Background: an optimization exercise with open tools, aiming at small area and a short achievable clock period. Do not read the settings as production practice.
Only simulation tests tie the RTL to the original design; equivalence was not proved.
The flow treats the clock pin as an ideal source. Dropping or thinning the clock tree relies on that and would not hold on a real chip.
Power figures rest on the tool's default switching activity, not on a simulated workload.

== before ==
// FP_MUL
module FP_MUL(CLK, RESET, ENABLE, DATA_IN, DATA_OUT, READY);
clock: 12.5 ns
lec_check: 0
cap_margin: 20
core_margin: 2
core_utilization: 40
slew_margin: 20
standard.sh (not shown) runs the stock make flow with config.mk's settings and CLKGATE_MAP_FILE= SYNTH_SCRIPT=/design/flow/synth_recipe.tcl, a recipe that flattens the netlist after the stock synthesis.
==> flow/flow/run.sh <==
#!/bin/bash
# Standard ORFS layout (the standard.sh) with these changes:
#  - port buffers use buf_2 instead of the default pick (a slow delay cell);
#  - the design is synthesized module by module (SYNTH_HIERARCHICAL=1, then
#    flattened by synth_recipe.tcl) so each FP_MUL_fa instance maps to one fa cell;
#  - after CTS, clock_tree.tcl removes the clock tree's middle level and splits
#    its root into four buffers fed by the clock port, so the clock reaches every
#    register through two buffers (the same number for all registers).
# Each tool's output goes to a log file in this folder; ORFS keeps its step logs in orfs/logs.
set -euo pipefail
VARS=("BUFFER_PORTS_ARGS=-buffer_cell sky130_fd_sc_hd__buf_2"
      SETUP_SLACK_MARGIN=9.3 GPL_TIMING_DRIVEN=1 SYNTH_HIERARCHICAL=1 CTS_CLUSTER_SIZE=30 CTS_CLUSTER_DIAMETER=100)
bash standard.sh "${VARS[@]}" cts > make_cts.log 2>&1
R=orfs/results/sky130hd/FP_MUL/base
CTS_ODB=$R/4_cts.odb openroad -no_init -exit flow/clock_tree.tcl > clock_tree.log 2>&1
bash standard.sh "${VARS[@]}" finish > make_finish.log 2>&1
Other scripts of this flow, unchanged in this note and not shown: flow/flow/clock_tree.tcl
--- input diff before..after ---
-- flow/flow/run.sh --
<<< before, line 12
      SETUP_SLACK_MARGIN=9.3 GPL_TIMING_DRIVEN=1 SYNTH_HIERARCHICAL=1 CTS_CLUSTER_SIZE=30 CTS_CLUSTER_DIAMETER=100)
>>> after, line 12
      SETUP_SLACK_MARGIN=9.3 CORE_UTILIZATION=75 SYNTH_HIERARCHICAL=1 CTS_CLUSTER_SIZE=30 CTS_CLUSTER_DIAMETER=100)
[summary]
after went all the way through synthesis, placement and routing and the layout is clean on timing, DRC and antenna. Summary — final instance area, after relative to before: lower, by about 2%. Setup TNS came out exactly the same in after and before. In after, the wire length came out 1.9% above the value in before. after vs. before: arrival time at the worst endpoint did not really move, number of clock buffers in the layout went up.


yarrow:
FP_MUL, a different RTL version from the one above (not shown whole).
For scale: about 1000 cells after synthesis, ~210 flip-flops, about 10000 µm² of cells after synthesis.
clock: 12.5 ns
lec_check: 0
cap_margin: 20
core_margin: 2
core_utilization: 40
slew_margin: 20
==> flow/flow/run.sh <==
#!/bin/bash
# Standard ORFS layout (the standard.sh) with these changes:
#  - port buffers use buf_2 instead of the default pick (a slow delay cell);
#  - the design is synthesized module by module (SYNTH_HIERARCHICAL=1, then
#    flattened by synth_recipe.tcl) so each FP_MUL_fa instance maps to one fa cell;
#  - after CTS, clock_tree.tcl removes the clock tree's middle level and splits
#    its root into four buffers fed by the clock port, so the clock reaches every
#    register through two buffers (the same number for all registers); the two
#    levels of buffers are then replaced by two levels of clock inverters, which
#    are faster (an even number of inversions: registers still see the rising edge);
#  - ABC_AREA=1 for the top-level logic.
# Each tool's output goes to a log file in this folder; ORFS keeps its step logs in orfs/logs.
set -euo pipefail
VARS=("BUFFER_PORTS_ARGS=-buffer_cell sky130_fd_sc_hd__buf_2"
      SETUP_SLACK_MARGIN=9.7 SYNTH_HIERARCHICAL=1 ABC_AREA=1 CTS_CLUSTER_SIZE=30 CTS_CLUSTER_DIAMETER=100)
bash standard.sh "${VARS[@]}" cts > make_cts.log 2>&1
R=orfs/results/sky130hd/FP_MUL/base
ROOT_INV=sky130_fd_sc_hd__clkinv_8 LEAF_INV=sky130_fd_sc_hd__clkinv_8 CTS_ODB=$R/4_cts.odb openroad -no_init -exit flow/clock_tree.tcl > clock_tree.log 2>&1
bash standard.sh "${VARS[@]}" finish > make_finish.log 2>&1
==> flow/flow/clock_tree.tcl <==
# Reshape the clock tree that CTS built, keeping every register the same
# number of buffers away from the clock port:
#  1. remove the middle level: each clock buffer that is fed by another buffer
#     and drives only clock buffers is taken out, its loads moved to its input net;
#  2. split the root: the leaf buffers are divided into NROOT groups by position,
#     and each group gets its own root buffer fed from the clock port, placed at
#     the group's centre (the clock port then drives NROOT cells).
read_db $::env(CTS_ODB)
set block [ord::get_db_block]
set nroot [expr {[info exists ::env(NROOT)] ? $::env(NROOT) : 4}]
proc is_clkbuf {inst} { string match "sky130_fd_sc_hd__clkbuf_*" [[$inst getMaster] getName] }

# CTS's dummy loads (clock cells whose output drives nothing) only add load
# to the clock nets: remove them.
foreach inst [$block getInsts] {
  if {![string match "sky130_fd_sc_hd__clk*" [[$inst getMaster] getName]]} continue
  set dangling 1
  set innet "NULL"
  foreach it [$inst getITerms] {
    if {[$it isOutputSignal] && [$it getNet] ne "NULL"} { set dangling 0 }
    if {[$it isInputSignal]} { set innet [$it getNet] }
  }
  if {$dangling && $innet ne "NULL"} {
    puts "removed dummy load [$inst getName]"
    foreach it [$inst getITerms] { if {[$it getNet] ne "NULL"} { $it disconnect } }
    odb::dbInst_destroy $inst
  }
}

set changed 1
while {$changed} {
  set changed 0
  foreach inst [$block getInsts] {
    if {![is_clkbuf $inst]} continue
    set in [$inst findITerm A]
    set out [$inst findITerm X]
    set innet [$in getNet]
    set outnet [$out getNet]
    if {$innet eq "NULL" || $outnet eq "NULL"} continue
    if {[llength [$innet getBTerms]] > 0} continue
    set drv ""
    foreach it [$innet getITerms] { if {[$it isOutputSignal]} { set drv [$it getInst] } }
    if {$drv eq "" || ![is_clkbuf $drv]} continue
    set ok 1
    set loads {}
    foreach it [$outnet getITerms] {
      if {[$it isOutputSignal]} continue
      if {![is_clkbuf [$it getInst]]} { set ok 0; break }
      lappend loads $it
    }
    if {!$ok || [llength $loads] == 0} continue
    foreach it $loads { $it disconnect; $it connect $innet }
    $in disconnect
    $out disconnect
    puts "removed [$inst getName] ([llength $loads] loads moved to [$innet getName])"
    odb::dbInst_destroy $inst
    odb::dbNet_destroy $outnet
    set changed 1
    break
  }
}

# the root: the clock buffer on the clock port's net
set clknet [$block findNet CLK]
set root ""
foreach it [$clknet getITerms] { if {[is_clkbuf [$it getInst]]} { set root [$it getInst] } }
set rootnet [[$root findITerm X] getNet]
set leaves {}
foreach it [$rootnet getITerms] { if {![$it isOutputSignal]} { lappend leaves $it } }
puts "root [$root getName] drives [llength $leaves] leaf buffers"

# order the leaves by angle around their centre and cut into nroot groups
set cx 0; set cy 0
foreach it $leaves { set b [[$it getInst] getBBox]; set cx [expr {$cx + ([$b xMin]+[$b xMax])/2.0}]; set cy [expr {$cy + ([$b yMin]+[$b yMax])/2.0}] }
set n [llength $leaves]
set cx [expr {$cx / $n}]; set cy [expr {$cy / $n}]
set keyed {}
foreach it $leaves {
  set b [[$it getInst] getBBox]
  set x [expr {([$b xMin]+[$b xMax])/2.0}]; set y [expr {([$b yMin]+[$b yMax])/2.0}]
  lappend keyed [list [expr {atan2($y-$cy, $x-$cx)}] $it $x $y]
}
set keyed [lsort -real -index 0 $keyed]
if {$nroot > $n} { set nroot $n }
set master [$root getMaster]
for {set g 0} {$g < $nroot} {incr g} {
  set lo [expr {($g * $n) / $nroot}]
  set hi [expr {(($g + 1) * $n) / $nroot}]
  set grp [lrange $keyed $lo [expr {$hi - 1}]]
  set gx 0; set gy 0
  foreach e $grp { set gx [expr {$gx + [lindex $e 2]}]; set gy [expr {$gy + [lindex $e 3]}] }
  set gx [expr {int($gx / [llength $grp])}]; set gy [expr {int($gy / [llength $grp])}]
  if {$g == 0} {
    set buf $root
  } else {
    set buf [odb::dbInst_create $block $master "clkroot_$g"]
    set net [odb::dbNet_create $block "clknet_root_$g"]
    $net setSigType CLOCK
    [$buf findITerm A] connect $clknet
    [$buf findITerm X] connect $net
    foreach e $grp { set it [lindex $e 1]; $it disconnect; $it connect $net }
  }
  $buf setLocation $gx $gy
  $buf setPlacementStatus PLACED
  puts "root $g: [$buf getName] drives [llength $grp] leaves at $gx $gy"
}
# 3. optionally replace the two levels of buffers by two levels of inverters
#    (an even number of inversions, so every register still sees the clock's rising edge)
if {[info exists ::env(ROOT_INV)]} {
  set db [ord::get_db]
  set rootinv [$db findMaster $::env(ROOT_INV)]
  set leafinv [$db findMaster $::env(LEAF_INV)]
  set roots {}
  foreach it [$clknet getITerms] { lappend roots [$it getInst] }
  set todo {}
  foreach r $roots {
    lappend todo [list $r $rootinv]
    foreach it [[[$r findITerm X] getNet] getITerms] {
      if {![$it isOutputSignal] && [is_clkbuf [$it getInst]]} { lappend todo [list [$it getInst] $leafinv] }
    }
  }
  foreach e $todo {
    set old [lindex $e 0]
    set m [lindex $e 1]
    set name [$old getName]
    set a [[$old findITerm A] getNet]
    set x [[$old findITerm X] getNet]
    set loc [$old getLocation]
    [$old findITerm A] disconnect
    [$old findITerm X] disconnect
    odb::dbInst_destroy $old
    set new [odb::dbInst_create $block $m $name]
    [$new findITerm A] connect $a
    [$new findITerm Y] connect $x
    $new setLocation [lindex $loc 0] [lindex $loc 1]
    $new setPlacementStatus PLACED
  }
  puts "replaced [llength $todo] clock buffers by inverters"
}
detailed_placement
check_placement
write_db $::env(CTS_ODB)
yarrow: all stages complete, timing, DRC and antenna checks passed
[inputs] willow vs yarrow
==> flow/flow/run.sh <==
#!/bin/bash
# Standard ORFS layout (the standard.sh) with these changes:
#  - port buffers use buf_2 instead of the default pick (a slow delay cell);
#  - the design is synthesized module by module (SYNTH_HIERARCHICAL=1 ABC_AREA=1, then
#    flattened by synth_recipe.tcl) so each FP_MUL_fa instance maps to one fa cell;
#  - after CTS, clock_tree.tcl removes the clock tree's middle level and splits
#    its root into four buffers fed by the clock port, so the clock reaches every
#    register through two buffers (the same number for all registers).
# Each tool's output goes to a log file in this folder; ORFS keeps its step logs in orfs/logs.
set -euo pipefail
VARS=("BUFFER_PORTS_ARGS=-buffer_cell sky130_fd_sc_hd__buf_2"
      SETUP_SLACK_MARGIN=9.3 SYNTH_HIERARCHICAL=1 ABC_AREA=1 CTS_CLUSTER_SIZE=30 CTS_CLUSTER_DIAMETER=100)
bash standard.sh "${VARS[@]}" cts > make_cts.log 2>&1
R=orfs/results/sky130hd/FP_MUL/base
ROOT_INV=sky130_fd_sc_hd__clkinv_8 LEAF_INV=sky130_fd_sc_hd__clkinv_16 CTS_ODB=$R/4_cts.odb openroad -no_init -exit flow/clock_tree.tcl > clock_tree.log 2>&1
bash standard.sh "${VARS[@]}" finish > make_finish.log 2>&1
diff --git a/flow/flow/clock_tree.tcl b/flow/flow/clock_tree.tcl
--- a/flow/flow/clock_tree.tcl
+++ b/flow/flow/clock_tree.tcl
@@ -11,19 +11,2 @@
 proc is_clkbuf {inst} { string match "sky130_fd_sc_hd__clkbuf_*" [[$inst getMaster] getName] }
-
-# CTS's dummy loads (clock cells whose output drives nothing) only add load
-# to the clock nets: remove them.
-foreach inst [$block getInsts] {
-  if {![string match "sky130_fd_sc_hd__clk*" [[$inst getMaster] getName]]} continue
-  set dangling 1
-  set innet "NULL"
-  foreach it [$inst getITerms] {
-    if {[$it isOutputSignal] && [$it getNet] ne "NULL"} { set dangling 0 }
-    if {[$it isInputSignal]} { set innet [$it getNet] }
-  }
-  if {$dangling && $innet ne "NULL"} {
-    puts "removed dummy load [$inst getName]"
-    foreach it [$inst getITerms] { if {[$it getNet] ne "NULL"} { $it disconnect } }
-    odb::dbInst_destroy $inst
-  }
-}
 
@@ -118,3 +101,3 @@
     foreach it [[[$r findITerm X] getNet] getITerms] {
-      if {![$it isOutputSignal] && [is_clkbuf [$it getInst]]} { lappend todo [list [$it getInst] $leafinv] }
+      if {![$it isOutputSignal]} { lappend todo [list [$it getInst] $leafinv] }
     }
### Flow results
- Compared with yarrow, in willow power drawn by the combinational cells went down by 21%; fmax went down by about 0.36%.
- Total met2 wirelength after detailed routing, willow and yarrow: larger value in yarrow
Input-level comparison between lagoon and willow:
==> flow/flow/run.sh <==
#!/bin/bash
# Standard ORFS layout (the standard.sh) with these changes:
#  - port buffers use buf_2 instead of the default pick (a slow delay cell);
#  - the design is synthesized module by module (SYNTH_HIERARCHICAL=1, then
#    flattened by synth_recipe.tcl) so each FP_MUL_fa instance maps to one fa cell;
#  - after CTS, clock_tree.tcl removes the clock tree's middle level and splits
#    its root into four buffers fed by the clock port, so the clock reaches every
#    register through two buffers (the same number for all registers); the two
#    levels of buffers are then replaced by two levels of clock inverters, which
#    are faster (an even number of inversions: registers still see the rising edge);
#  - ABC_AREA=1 for the top-level logic;
#  - CORE_UTILIZATION=65 (a smaller die, so shorter wires to the ports and in the clock tree).
# Each tool's output goes to a log file in this folder; ORFS keeps its step logs in orfs/logs.
set -euo pipefail
VARS=("BUFFER_PORTS_ARGS=-buffer_cell sky130_fd_sc_hd__buf_2"
      SETUP_SLACK_MARGIN=9.3 CORE_UTILIZATION=65 SYNTH_HIERARCHICAL=1 ABC_AREA=1 CTS_CLUSTER_SIZE=30 CTS_CLUSTER_DIAMETER=100)
bash standard.sh "${VARS[@]}" cts > make_cts.log 2>&1
R=orfs/results/sky130hd/FP_MUL/base
ROOT_INV=sky130_fd_sc_hd__clkinv_8 LEAF_INV=sky130_fd_sc_hd__clkinv_8 CTS_ODB=$R/4_cts.odb openroad -no_init -exit flow/clock_tree.tcl > clock_tree.log 2>&1
bash standard.sh "${VARS[@]}" finish > make_finish.log 2>&1
diff --git a/flow/flow/clock_tree.tcl b/flow/flow/clock_tree.tcl
--- a/flow/flow/clock_tree.tcl
+++ b/flow/flow/clock_tree.tcl
@@ -11,2 +11,19 @@
 proc is_clkbuf {inst} { string match "sky130_fd_sc_hd__clkbuf_*" [[$inst getMaster] getName] }
+
+# CTS's dummy loads (clock cells whose output drives nothing) only add load
+# to the clock nets: remove them.
+foreach inst [$block getInsts] {
+  if {![string match "sky130_fd_sc_hd__clk*" [[$inst getMaster] getName]]} continue
+  set dangling 1
+  set innet "NULL"
+  foreach it [$inst getITerms] {
+    if {[$it isOutputSignal] && [$it getNet] ne "NULL"} { set dangling 0 }
+    if {[$it isInputSignal]} { set innet [$it getNet] }
+  }
+  if {$dangling && $innet ne "NULL"} {
+    puts "removed dummy load [$inst getName]"
+    foreach it [$inst getITerms] { if {[$it getNet] ne "NULL"} { $it disconnect } }
+    odb::dbInst_destroy $inst
+  }
+}
 
@@ -101,3 +118,3 @@
     foreach it [[[$r findITerm X] getNet] getITerms] {
-      if {![$it isOutputSignal]} { lappend todo [list [$it getInst] $leafinv] }
+      if {![$it isOutputSignal] && [is_clkbuf [$it getInst]]} { lappend todo [list [$it getInst] $leafinv] }
     }
Notes after the runs:
lagoon did not stop at any stage, and its layout met the timing, DRC and antenna checks.
lagoon ends up with a worst path setup slack after routing that is 25 ps higher than in willow.
The lower share of the clock period used by the worst path came out of lagoon.
Compared to willow, lagoon has global-route total usage across every layer 11 points higher.
Lower sequential share of layout area among lagoon and willow: willow
lagoon against willow: largest stage delay on the critical path neither gained nor lost much, cell area lost 3.0%, number of core rows lost about 22%, met1 layer usage reported by global route picked up an extra 15 points.
Edits applied to the flow inputs when going from lagoon to onyx:
diff --git a/flow/flow/run.sh b/flow/flow/run.sh
--- a/flow/flow/run.sh
+++ b/flow/flow/run.sh
@@ -10,4 +10,3 @@
 #    are faster (an even number of inversions: registers still see the rising edge);
-#  - ABC_AREA=1 for the top-level logic;
-#  - CORE_UTILIZATION=65 (a smaller die, so shorter wires to the ports and in the clock tree).
+#  - ABC_AREA=1 for the top-level logic.
 # Each tool's output goes to a log file in this folder; ORFS keeps its step logs in orfs/logs.
@@ -15,6 +14,6 @@
 VARS=("BUFFER_PORTS_ARGS=-buffer_cell sky130_fd_sc_hd__buf_2"
-      SETUP_SLACK_MARGIN=9.3 CORE_UTILIZATION=65 SYNTH_HIERARCHICAL=1 ABC_AREA=1 CTS_CLUSTER_SIZE=30 CTS_CLUSTER_DIAMETER=100)
+      SETUP_SLACK_MARGIN=9.3 SYNTH_HIERARCHICAL=1 ABC_AREA=1 CTS_CLUSTER_SIZE=30 CTS_CLUSTER_DIAMETER=100)
 bash standard.sh "${VARS[@]}" cts > make_cts.log 2>&1
 R=orfs/results/sky130hd/FP_MUL/base
-ROOT_INV=sky130_fd_sc_hd__clkinv_8 LEAF_INV=sky130_fd_sc_hd__clkinv_8 CTS_ODB=$R/4_cts.odb openroad -no_init -exit flow/clock_tree.tcl > clock_tree.log 2>&1
+ROOT_INV=sky130_fd_sc_hd__clkinv_8 LEAF_INV=sky130_fd_sc_hd__clkinv_16 CTS_ODB=$R/4_cts.odb openroad -no_init -exit flow/clock_tree.tcl > clock_tree.log 2>&1
 bash standard.sh "${VARS[@]}" finish > make_finish.log 2>&1
[compare] base=lagoon new=onyx: power rose about 6%; area of the multi-input gates about even; clock network fraction of total power rose 4.2 points; latest clock arrival within the worst-skew pair rose 20 ps; fmax fell about 0.8%.
In onyx, power share of the combinational group is lower than in lagoon.
In the final reports, the cell area of onyx is larger than that of lagoon.
Changes in harbor relative to onyx:
diff --git a/flow/flow/run.sh b/flow/flow/run.sh
--- a/flow/flow/run.sh
+++ b/flow/flow/run.sh
@@ -3,3 +3,3 @@
 #  - port buffers use buf_2 instead of the default pick (a slow delay cell);
-#  - the design is synthesized module by module (SYNTH_HIERARCHICAL=1, then
+#  - the design is synthesized module by module (SYNTH_HIERARCHICAL=1 ABC_AREA=1, then
 #    flattened by synth_recipe.tcl) so each FP_MUL_fa instance maps to one fa cell;
@@ -7,6 +7,3 @@
 #    its root into four buffers fed by the clock port, so the clock reaches every
-#    register through two buffers (the same number for all registers); the two
-#    levels of buffers are then replaced by two levels of clock inverters, which
-#    are faster (an even number of inversions: registers still see the rising edge);
-#  - ABC_AREA=1 for the top-level logic.
+#    register through two buffers (the same number for all registers).
 # Each tool's output goes to a log file in this folder; ORFS keeps its step logs in orfs/logs.
### Flow results
harbor -> onyx: final area delta 0, exact match. Diff harbor..onyx | part of the cycle the worst path needs | unchanged. Re setup slack: no difference whatsoever between harbor and onyx. On maximum clock frequency, harbor and onyx are basically level.
In yarrow, lagoon, onyx and harbor the design's own scripts or RTL, not TritonCTS, make the clock network.

==> port drivers added, routing unchanged <==
The results above use ideal ports. As a check the final layouts listed here were re-extracted and re-timed, cells and wires unchanged.
Step 1 (the two cells are an assumption about what drives the block):
set clk [get_ports {CLK}]
set_driving_cell -lib_cell sky130_fd_sc_hd__clkbuf_16 $clk
set_driving_cell -lib_cell sky130_fd_sc_hd__buf_2 [delete_from_list [all_inputs] $clk]
Step 2 also shifts input and output timing later by t, the mid clock arrival at the registers, as if the neighbouring blocks saw the same clock.
Three values: no drivers, after step 1, after step 2; two values: the first two.
run | t, ns | slack for setup (ns) | slew at the worst register clock pin (ns)
before | 0.392 | 9.204 / 9.113 / 9.151 | 0.12 / 0.12
after | 0.386 | 9.210 / 9.126 / 9.207 | 0.12 / 0.12
yarrow | 0.315 | 9.327 / 9.176 / 9.342 | 0.12 / 0.12
willow | 0.335 | 9.316 / 9.162 / 9.178 | 0.08 / 0.08
lagoon | 0.299 | 9.341 / 9.196 / 9.176 | 0.12 / 0.12
onyx | 0.334 | 9.316 / 9.161 / 9.186 | 0.08 / 0.08
harbor | 0.334 | 9.316 / 9.161 / 9.186 | 0.08 / 0.08
After both steps every run listed still meets setup and hold. The setup slack of lagoon, which loses most, moves by -0.145 ns with the drivers and by -0.165 ns with both steps.
